Context: an optimization exercise on an open-source flow, tuned for small area and a short achievable clock period. The choices shown serve that exercise and are no tape-out recipe.
RTL that was checked went through simulation tests only; none was proved equivalent to the original.
Power figures rest on the tool's default switching activity, not on a simulated workload.

==> job 4860: inputs <==
==> flow/design.v <==
`default_nettype none
module fifo_queue #(
    parameter int FIFO_DATA_WIDTH = 16,
    parameter int FIFO_DEPTH = 128
)(
    input wire clk,
    input wire clk_en,
    input wire sync_rst,
    input wire wr_en,
    input wire [FIFO_DATA_WIDTH-1:0] data_in,
    input wire rd_en,
    output reg [FIFO_DATA_WIDTH-1:0] data_out,
    output reg full,
    output reg empty
);
localparam int PTR_WIDTH = $clog2(FIFO_DEPTH);
reg [PTR_WIDTH:0] wr_ptr, rd_ptr;
wire empty_msb_cmp = wr_ptr[PTR_WIDTH] ^ rd_ptr[PTR_WIDTH];
wire low_empty_chk = wr_ptr[PTR_WIDTH-1:0] == rd_ptr[PTR_WIDTH-1:0];
wire full_chk = low_empty_chk && empty_msb_cmp;
wire empty_chk = low_empty_chk && !empty_msb_cmp;
wire wr_ptr_update = sync_rst || (clk_en & wr_en & !full_chk);
wire [PTR_WIDTH:0] wr_ptr_next = sync_rst ? 0 : wr_ptr + 1;
always_ff @(posedge clk) begin : update_wr_ptr
    if (wr_ptr_update) wr_ptr <= wr_ptr_next;
end
logic [FIFO_DEPTH-1:0] wr_dec;
always_comb begin : decode
    wr_dec = 0;
    wr_dec[wr_ptr[PTR_WIDTH-1:0]] = 1'b1;
end
wire [FIFO_DATA_WIDTH-1:0] fifo_read [FIFO_DEPTH];
genvar fifo_idx;
generate
    for (fifo_idx = 0; fifo_idx < FIFO_DEPTH; fifo_idx = fifo_idx + 1) begin : gen_queue
        reg [FIFO_DATA_WIDTH-1:0] fifo_entry;
        wire [FIFO_DATA_WIDTH-1:0] fifo_entry_data = sync_rst ? 0 : data_in;
        wire write_trigger = sync_rst || (clk_en & wr_dec[fifo_idx] & wr_en & !full_chk);
        always_ff @(posedge clk) begin : update_entries
            if (write_trigger) fifo_entry <= fifo_entry_data;
        end
        assign fifo_read[fifo_idx] = fifo_entry;
    end
endgenerate
wire rd_ptr_update = sync_rst || (clk_en & rd_en & !empty_chk);
wire [PTR_WIDTH:0] rd_ptr_next = sync_rst ? 0 : rd_ptr + 1;
always_ff @(posedge clk) begin : read_fifo
    if (rd_ptr_update) begin
        data_out <= fifo_read[rd_ptr[PTR_WIDTH-1:0]];
        rd_ptr <= rd_ptr_next;
    end
end
assign full = full_chk;
assign empty = empty_chk;
endmodule
`default_nettype wire
==> flow/run.sh <==
#!/bin/bash
# synth_recipe.tcl (not shown) runs the flow's synth.tcl, then flattens the netlist and writes it again
# the make line also repeats each setting of config.mk as NAME=value (left out here)
make -C /OpenROAD-flow-scripts/flow DESIGN_CONFIG=/design/flow/config.mk WORK_HOME=/design/flow/orfs CLKGATE_MAP_FILE= SYNTH_SCRIPT=/design/flow/synth_recipe.tcl finish
==> flow/config.mk <==
export PLATFORM = sky130hd
export DESIGN_NAME = fifo_queue
export DESIGN_NICKNAME = fifo_queue
export VERILOG_FILES = /design/flow/design.v
export SDC_FILE = /design/flow/constraint.sdc
export NUM_CORES = 4
export LEC_CHECK = 0
export CAP_MARGIN = 40
export CORE_MARGIN = 2
export CORE_UTILIZATION = 35
export SLEW_MARGIN = 30
==> flow/constraint.sdc <==
create_clock -name core_clock -period 6.5 [get_ports {clk}]
set_input_delay 1.3000 -clock core_clock [delete_from_list [all_inputs] [get_ports {clk}]]
set_output_delay 1.3000 -clock core_clock [all_outputs]
set_load 0.01 [all_outputs]
==> inputs of job 5518, as changes to job 4860 <==
==> flow/design.v, changed modules only <==
module fifo_queue #(
    parameter int FIFO_DATA_WIDTH = 16,
    parameter int FIFO_DEPTH = 128
)(
    input wire clk,
    input wire clk_en,
    input wire sync_rst,
    input wire wr_en,
    input wire [FIFO_DATA_WIDTH-1:0] data_in,
    input wire rd_en,
    output reg [FIFO_DATA_WIDTH-1:0] data_out,
    output reg full,
    output reg empty
);
localparam int CHAIN = FIFO_DEPTH + 1;
localparam int LO = 8;
localparam int HI = (CHAIN + LO - 1) / LO;
wire wr_go = clk_en & wr_en & ~full;
wire rd_go = clk_en & rd_en & ~empty;
reg pending;
reg [FIFO_DATA_WIDTH-1:0] stage;
reg [FIFO_DATA_WIDTH-1:0] mem [FIFO_DEPTH];
always_ff @(posedge clk) begin : update_stage
    pending <= wr_go & ~sync_rst;
    if (wr_go) stage <= data_in;
end
always_ff @(posedge clk) begin : update_storage
    if (pending) begin
        mem[0] <= stage;
        for (int i = 1; i < FIFO_DEPTH; i++) mem[i] <= mem[i-1];
    end
end
reg [LO-1:0] head_lo;
reg [HI-1:0] head_hi;
logic [FIFO_DATA_WIDTH-1:0] head_data;
always_comb begin : read_mux
    logic [FIFO_DATA_WIDTH-1:0] grp;
    logic [FIFO_DATA_WIDTH-1:0] ent;
    head_data = '0;
    for (int l = 0; l < LO; l++) begin
        grp = '0;
        for (int h = 0; h < HI; h++) begin
            if (h * LO + l < CHAIN) begin
                ent = (h * LO + l == 0) ? stage : mem[h * LO + l - 1];
                grp = grp | ({FIFO_DATA_WIDTH{head_hi[h]}} & ent);
            end
        end
        head_data = head_data | ({FIFO_DATA_WIDTH{head_lo[l]}} & grp);
    end
end
reg [FIFO_DATA_WIDTH-1:0] out_hold_n;
always_ff @(posedge clk) begin : read_head
    if (rd_go) out_hold_n <= ~head_data;
    data_out <= rd_go ? head_data : ~out_hold_n;
end
wire [LO-1:0] lo_inc = {head_lo[LO-2:0], head_lo[LO-1]};
wire [LO-1:0] lo_dec = {head_lo[0], head_lo[LO-1:1]};
wire [HI-1:0] hi_inc = head_lo[LO-1] ? {head_hi[HI-2:0], head_hi[HI-1]} : head_hi;
wire [HI-1:0] hi_dec = head_lo[0] ? {head_hi[0], head_hi[HI-1:1]} : head_hi;
wire idx_0 = head_lo[0] & head_hi[0];
wire idx_1 = head_lo[1] & head_hi[0];
wire idx_126 = head_lo[6] & head_hi[15];
wire idx_127 = head_lo[7] & head_hi[15];
wire count_is_1 = pending ? idx_0 : idx_1;
wire count_is_127 = pending ? idx_126 : idx_127;
reg not_empty_idx;
wire rd_go_idx = clk_en & rd_en & not_empty_idx;
wire [LO-1:0] lo_if_rd = pending ? head_lo : lo_dec;
wire [LO-1:0] lo_if_nrd = pending ? lo_inc : head_lo;
wire [HI-1:0] hi_if_rd = pending ? head_hi : hi_dec;
wire [HI-1:0] hi_if_nrd = pending ? hi_inc : head_hi;
always_ff @(posedge clk) begin : update_index
    if (sync_rst) begin
        head_lo <= LO'(1);
        head_hi <= HI'(1);
    end else begin
        head_lo <= rd_go_idx ? lo_if_rd : lo_if_nrd;
        head_hi <= rd_go_idx ? hi_if_rd : hi_if_nrd;
    end
end
always_ff @(posedge clk) begin : update_flags
    if (sync_rst) begin
        empty <= 1'b1;
        not_empty_idx <= 1'b0;
        full <= 1'b0;
    end else begin
        empty <= ~wr_go & (empty | (rd_go & count_is_1));
        not_empty_idx <= wr_go | (~empty & ~(rd_go & count_is_1));
        full <= ~rd_go & (full | (wr_go & count_is_127));
    end
end
endmodule
==> flow/flow/run.sh (new file) <==
#!/bin/bash
set -euo pipefail
# synthesis exactly as the standard flow runs it
bash standard.sh synth > synth.log 2>&1
export BUFFER_PORTS_ARGS="-buffer_cell sky130_fd_sc_hd__buf_4"
export CTS_ARGS="-sink_clustering_enable -repair_clock_nets -sink_clustering_size 25 -sink_clustering_max_diameter 80 -dont_use_dummy_load"
bash standard.sh finish > layout.log 2>&1
==> flow/standard.sh (new file) <==
#!/bin/bash
# synth_recipe.tcl (not shown) runs the flow's synth.tcl, then flattens the netlist and writes it again
# the make line also repeats each setting of config.mk as NAME=value (left out here)
make -C /OpenROAD-flow-scripts/flow DESIGN_CONFIG=/design/flow/config.mk WORK_HOME=/design/flow/orfs CLKGATE_MAP_FILE= SYNTH_SCRIPT=/design/flow/synth_recipe.tcl "${@:-finish}"
--- a/flow/config.mk
+++ b/flow/config.mk
@@ -8,4 +8,7 @@
 export CAP_MARGIN = 40
 export CORE_MARGIN = 2
-export CORE_UTILIZATION = 35
+export CORE_UTILIZATION = 70
+export CTS_CLUSTER_DIAMETER = 80
+export CTS_CLUSTER_SIZE = 25
+export SETUP_SLACK_MARGIN = 3.9
 export SLEW_MARGIN = 30
removed: flow/run.sh
==> inputs of job 3658, as changes to job 4860 <==
==> flow/design.v, changed modules only <==
module fifo_queue #(
    parameter int FIFO_DATA_WIDTH = 16,
    parameter int FIFO_DEPTH = 128
)(
    input wire clk,
    input wire clk_en,
    input wire sync_rst,
    input wire wr_en,
    input wire [FIFO_DATA_WIDTH-1:0] data_in,
    input wire rd_en,
    output reg [FIFO_DATA_WIDTH-1:0] data_out,
    output reg full,
    output reg empty
);
localparam int PTR_WIDTH = $clog2(FIFO_DEPTH);
reg [PTR_WIDTH-1:0] head_idx;
wire shift = clk_en & wr_en & ~full;
wire wr_acc = shift & ~sync_rst;
wire rd_take = clk_en & rd_en & ~empty;
wire rd_acc = rd_take & ~sync_rst;
reg [FIFO_DATA_WIDTH-1:0] mem [FIFO_DEPTH];
always_ff @(posedge clk) begin : update_storage
    if (shift) begin
        mem[0] <= data_in;
        for (int i = 1; i < FIFO_DEPTH; i++) mem[i] <= mem[i-1];
    end
end
always_ff @(posedge clk) begin : read_head
    if (rd_take) data_out <= mem[head_idx];
end
wire head_is_0 = head_idx == 0;
wire head_is_top2 = head_idx == PTR_WIDTH'(FIFO_DEPTH - 2);
always_ff @(posedge clk) begin : update_count
    if (sync_rst) begin
        head_idx <= PTR_WIDTH'(FIFO_DEPTH - 1);
        empty <= 1'b1;
        full <= 1'b0;
    end else if (wr_acc & ~rd_acc) begin
        head_idx <= head_idx + 1'b1;
        empty <= 1'b0;
        full <= head_is_top2;
    end else if (rd_acc & ~wr_acc) begin
        head_idx <= head_idx - 1'b1;
        empty <= head_is_0;
        full <= 1'b0;
    end
end
endmodule
==> comparison <==
Job 5518 ran to the end with no violations. Job 4860 finished clean. Job 3658 passed the timing, DRC and antenna checks. Between job 5518 and job 4860, the lower synthesized cell count is in job 5518 (gap about 13%, measured against job 4860). The highest power belongs to job 4860, the lowest to job 5518. The lowest count of clock-buffer cells in the layout belongs to job 5518, the highest to job 4860. Of job 4860 and job 5518, job 4860 has the higher sequential power (gap about 3%, measured against job 5518). Between job 5518 and job 3658, the lower clock power is in job 5518 (gap about 45%, measured against job 3658). Between job 5518 and job 4860, the lower wire length is in job 5518 (gap about 60%, measured against job 4860). In job 3658 the first-iteration DRC count is smaller than in job 4860, by about 4.6%. Clock skew, highest first: job 4860, job 3658, job 5518. Hold slack, highest first: job 4860, job 5518, job 3658. The highest register-to-register slack belongs to job 5518, the lowest to job 4860.
==> figures <==
                                                                                job 3658                 job 4860                 job 5518
Power dissipated in combinational cells                                         0.694 mW                  2.70 mW                  1.05 mW
Sum of met3 wire segment lengths after detailed routing                         67400 um                 90700 um                 26300 um
Worst Reg-to-Reg Cells                                                                11                       11                        7
Final WS setup                                                                   1.82 ns                  1.27 ns                  3.90 ns
Layout-to-synthesis area ratio                                                    1.170x                   1.209x                   1.068x
Result of the run                                                complete, no violations  complete, no violations  complete, no violations
Sw Ratio                                                                           22.5%                    26.0%                    20.8%
Die area                                                                       0.221 mm2                0.226 mm2                0.112 mm2
Signal buffers share of area                                                       2.97%                    5.34%                    2.77%
Tap cell instance count                                                             2838                     2958                     1414
Via count of the first global-routing pass                                         46523                    50674                    39249
Leakage component of the power                                                   28.3 nW                  32.8 nW                  24.9 nW
Type of element launching the critical path                                         flop                     flop                input pin
Standard cell with the maximum stage delay on the critical path                  dfxtp_4                   nor4_4                    buf_4
Simple-gate portion of the synthesized area                                        5.29%                    5.61%                    1.98%
Placed Area                                                                   0.0819 mm2               0.0865 mm2               0.0779 mm2
Crit Reg-Reg Endpoint                                             data_out[12]$_DFFE_PP_    data_out[2]$_DFFE_PP_     data_out[14]$_DFF_P_
Power share of the sequential group                                                55.6%                    51.1%                    67.5%
Met3 demand-to-capacity share in global routing                                    14.9%                    25.3%                    6.96%
Nonclk inv count                                                                       7                       14                        3
WP data arrival                                                                  5.27 ns                  5.91 ns                  3.18 ns
Only the layout flow was run in job 3658; the RTL was not checked for function there.

==> inputs of 05-03 <==
Another version of the RTL of fifo_queue (not shown whole).
==> module fifo_queue, before the edit <==
module fifo_queue #(
    parameter int FIFO_DATA_WIDTH = 16,
    parameter int FIFO_DEPTH = 128
)(
    input wire clk,
    input wire clk_en,
    input wire sync_rst,
    input wire wr_en,
    input wire [FIFO_DATA_WIDTH-1:0] data_in,
    input wire rd_en,
    output reg [FIFO_DATA_WIDTH-1:0] data_out,
    output reg full,
    output reg empty
);
localparam int LO = 8;
localparam int HI = FIFO_DEPTH / LO;
reg [LO-1:0] head_lo;
reg [HI-1:0] head_hi;
wire shift = clk_en & wr_en & ~full;
wire wr_acc = shift & ~sync_rst;
wire rd_take = clk_en & rd_en & ~empty;
wire rd_acc = rd_take & ~sync_rst;
reg [FIFO_DATA_WIDTH-1:0] mem [FIFO_DEPTH];
always_ff @(posedge clk) begin : update_storage
    if (shift) begin
        mem[0] <= data_in;
        for (int i = 1; i < FIFO_DEPTH; i++) mem[i] <= mem[i-1];
    end
end
logic [FIFO_DATA_WIDTH-1:0] head_data;
always_comb begin : read_mux
    logic [FIFO_DATA_WIDTH-1:0] grp;
    head_data = '0;
    for (int h = 0; h < HI; h++) begin
        grp = '0;
        for (int l = 0; l < LO; l++) grp = grp | ({FIFO_DATA_WIDTH{head_lo[l]}} & mem[h*LO+l]);
        head_data = head_data | ({FIFO_DATA_WIDTH{head_hi[h]}} & grp);
    end
end
always_ff @(posedge clk) begin : read_head
    if (rd_take) data_out <= head_data;
end
wire head_is_0 = head_lo[0] & head_hi[0];
wire head_is_top2 = head_lo[LO-2] & head_hi[HI-1];
always_ff @(posedge clk) begin : update_count
    if (sync_rst) begin
        head_lo <= LO'(1) << (LO - 1);
        head_hi <= HI'(1) << (HI - 1);
        empty <= 1'b1;
        full <= 1'b0;
    end else if (wr_acc & ~rd_acc) begin
        head_lo <= {head_lo[LO-2:0], head_lo[LO-1]};
        if (head_lo[LO-1]) head_hi <= {head_hi[HI-2:0], head_hi[HI-1]};
        empty <= 1'b0;
        full <= head_is_top2;
    end else if (rd_acc & ~wr_acc) begin
        head_lo <= {head_lo[0], head_lo[LO-1:1]};
        if (head_lo[0]) head_hi <= {head_hi[0], head_hi[HI-1:1]};
        empty <= head_is_0;
        full <= 1'b0;
    end
end
endmodule
clock: 6.5 ns
lec_check: 0
cap_margin: 40
core_margin: 2
core_utilization: 70
cts_cluster_diameter: 100
cts_cluster_size: 30
setup_slack_margin: 3.7
slew_margin: 30
run.sh (not shown) runs the stock make flow with config.mk's settings and CLKGATE_MAP_FILE= SYNTH_SCRIPT=/design/flow/synth_recipe.tcl, a recipe that flattens the netlist after the stock synthesis.
Stock flow here: none of the scripts above is used.
==> 07-12: changes against 05-03 <==
==> flow/design.v (replaced) <==
`default_nettype none
module fifo_queue #(
    parameter int FIFO_DATA_WIDTH = 16,
    parameter int FIFO_DEPTH = 128
)(
    input wire clk,
    input wire clk_en,
    input wire sync_rst,
    input wire wr_en,
    input wire [FIFO_DATA_WIDTH-1:0] data_in,
    input wire rd_en,
    output reg [FIFO_DATA_WIDTH-1:0] data_out,
    output reg full,
    output reg empty
);
localparam int CHAIN = FIFO_DEPTH + 1;
localparam int LO = 8;
localparam int HI = (CHAIN + LO - 1) / LO;
wire wr_go = clk_en & wr_en & ~full;
wire rd_go = clk_en & rd_en & ~empty;
reg pending;
reg [FIFO_DATA_WIDTH-1:0] stage;
reg [FIFO_DATA_WIDTH-1:0] mem [FIFO_DEPTH];
always_ff @(posedge clk) begin : update_stage
    pending <= wr_go & ~sync_rst;
    if (wr_go) stage <= data_in;
end
always_ff @(posedge clk) begin : update_storage
    if (pending) begin
        mem[0] <= stage;
        for (int i = 1; i < FIFO_DEPTH; i++) mem[i] <= mem[i-1];
    end
end
reg [LO-1:0] head_lo;
reg [HI-1:0] head_hi;
logic [FIFO_DATA_WIDTH-1:0] head_data;
always_comb begin : read_mux
    logic [FIFO_DATA_WIDTH-1:0] grp;
    logic [FIFO_DATA_WIDTH-1:0] ent;
    head_data = '0;
    for (int l = 0; l < LO; l++) begin
        grp = '0;
        for (int h = 0; h < HI; h++) begin
            if (h * LO + l < CHAIN) begin
                ent = (h * LO + l == 0) ? stage : mem[h * LO + l - 1];
                grp = grp | ({FIFO_DATA_WIDTH{head_hi[h]}} & ent);
            end
        end
        head_data = head_data | ({FIFO_DATA_WIDTH{head_lo[l]}} & grp);
    end
end
reg [FIFO_DATA_WIDTH-1:0] out_hold_n;
always_ff @(posedge clk) begin : read_head
    if (rd_go) out_hold_n <= ~head_data;
    data_out <= rd_go ? head_data : ~out_hold_n;
end
wire [LO-1:0] lo_inc = {head_lo[LO-2:0], head_lo[LO-1]};
wire [LO-1:0] lo_dec = {head_lo[0], head_lo[LO-1:1]};
wire [HI-1:0] hi_inc = head_lo[LO-1] ? {head_hi[HI-2:0], head_hi[HI-1]} : head_hi;
wire [HI-1:0] hi_dec = head_lo[0] ? {head_hi[0], head_hi[HI-1:1]} : head_hi;
wire idx_0 = head_lo[0] & head_hi[0];
wire idx_1 = head_lo[1] & head_hi[0];
wire idx_126 = head_lo[6] & head_hi[15];
wire idx_127 = head_lo[7] & head_hi[15];
wire count_is_1 = pending ? idx_0 : idx_1;
wire count_is_127 = pending ? idx_126 : idx_127;
reg not_empty_idx;
wire rd_go_idx = clk_en & rd_en & not_empty_idx;
wire [LO-1:0] lo_if_rd = pending ? head_lo : lo_dec;
wire [LO-1:0] lo_if_nrd = pending ? lo_inc : head_lo;
wire [HI-1:0] hi_if_rd = pending ? head_hi : hi_dec;
wire [HI-1:0] hi_if_nrd = pending ? hi_inc : head_hi;
always_ff @(posedge clk) begin : update_index
    if (sync_rst) begin
        head_lo <= LO'(1);
        head_hi <= HI'(1);
    end else begin
        head_lo <= rd_go_idx ? lo_if_rd : lo_if_nrd;
        head_hi <= rd_go_idx ? hi_if_rd : hi_if_nrd;
    end
end
always_ff @(posedge clk) begin : update_flags
    if (sync_rst) begin
        empty <= 1'b1;
        not_empty_idx <= 1'b0;
        full <= 1'b0;
    end else begin
        empty <= ~wr_go & (empty | (rd_go & count_is_1));
        not_empty_idx <= wr_go | (~empty & ~(rd_go & count_is_1));
        full <= ~rd_go & (full | (wr_go & count_is_127));
    end
end
endmodule
`default_nettype wire
==> flow/flow/run.sh (new file) <==
#!/bin/bash
set -euo pipefail
# synthesis exactly as the standard flow runs it
bash standard.sh synth > synth.log 2>&1
export BUFFER_PORTS_ARGS="-buffer_cell sky130_fd_sc_hd__buf_4"
export CTS_ARGS="-sink_clustering_enable -repair_clock_nets -sink_clustering_size 25 -sink_clustering_max_diameter 80 -dont_use_dummy_load"
bash standard.sh finish > layout.log 2>&1
==> flow/standard.sh (new file) <==
#!/bin/bash
# synth_recipe.tcl (not shown) runs the flow's synth.tcl, then flattens the netlist and writes it again
# the make line also repeats each setting of config.mk as NAME=value (left out here)
make -C /OpenROAD-flow-scripts/flow DESIGN_CONFIG=/design/flow/config.mk WORK_HOME=/design/flow/orfs CLKGATE_MAP_FILE= SYNTH_SCRIPT=/design/flow/synth_recipe.tcl "${@:-finish}"
CORE_UTILIZATION = 78   (was 70)
CTS_CLUSTER_DIAMETER = 80   (was 100)
CTS_CLUSTER_SIZE = 25   (was 30)
SETUP_SLACK_MARGIN = 4.0   (was 3.7)
removed: flow/run.sh
==> comparison table <==
| metric | 07-12 | 05-03 |
|---|---|---|
| Chip height | 317 um | 332 um |
| Area used by multi-input combinational logic | 11,600 um2 | 11,200 um2 |
| Number of buffers other than clock buffers in the final layout | 148 | 136 |
| First-pass GRT wire length | 273,000 um | 250,000 um |
| End of the worst register-to-register path | out_hold_n[11] | data_out[5] |
| Combinational cell power | 1.09 mW | 0.668 mW |
| Outcome | complete, no violations | complete, no violations |
| Count of different cell masters after synthesis | 40 | 28 |
| Largest net degree at the start of global routing | 212 | 210 |
| Worst-case hold slack | 0.433 ns | 0.445 ns |
| Share of total power consumed by net switching | 21.0% | 20.2% |
| Number of gates given a new drive strength after cts | 78 | 53 |
| IR drop worst, VDD | 0.000231 V | 0.000197 V |
| Pwr Density | 284 nW/um2 | 281 nW/um2 |
| Number of vias in the routed layout | 42,800 | 39,800 |
| Placeable core region | 96,700 um2 | 107,000 um2 |
| Delay contributed by the slowest stage of the critical path | 0.45 ns | 0.46 ns |
| Multiplexer share of the synthesized area | 0.305% | 0.293% |
| Total Power | 23.1 mW | 22.3 mW |

==> port drivers added, routing unchanged <==
Ports are ideal in the flow. The routed layouts listed here were re-timed in OpenROAD. Step 1: set_driving_cell puts a clkbuf_16 on clk and a buf_2 on each other input, an assumption about the parent block. Step 2 moves the port delays by t, midway between the first and last clock arrival at a register: inputs arrive t later, outputs are due t later. That takes back most of the time a late clock gives input paths. Slacks: no drivers / after step 1 / after step 2; pairs: no drivers / after step 1.
| run | t, ns | slack for setup (ns) | latest minus earliest clock arrival (ns) | slew at the worst register clock pin (ns) | worst data-port slew with drivers (ns) |
|---|---|---|---|---|---|
| job 4860 | 0.972 | 1.266 / 1.266 / 1.266 | 0.117 / 0.117 | 0.07 / 0.07 | 0.04 |
| job 5518 | 0.778 | 3.902 / 3.884 / 3.161 | 0.028 / 0.028 | 0.10 / 0.10 | 0.05 |
| job 3658 | 0.949 | 1.817 / 1.817 / 1.817 | 0.079 / 0.078 | 0.07 / 0.07 | 0.06 |
| 05-03 | 0.760 | 3.683 / 3.687 / 2.969 | 0.031 / 0.031 | 0.12 / 0.12 | 0.06 |
| 07-12 | 0.774 | 3.959 / 3.908 / 3.269 | 0.042 / 0.043 | 0.10 / 0.10 | 0.13 |
After both steps every run listed still meets setup and hold. The setup slack of job 5518, which loses most, moves by -0.018 ns with the drivers and by -0.741 ns with both steps.
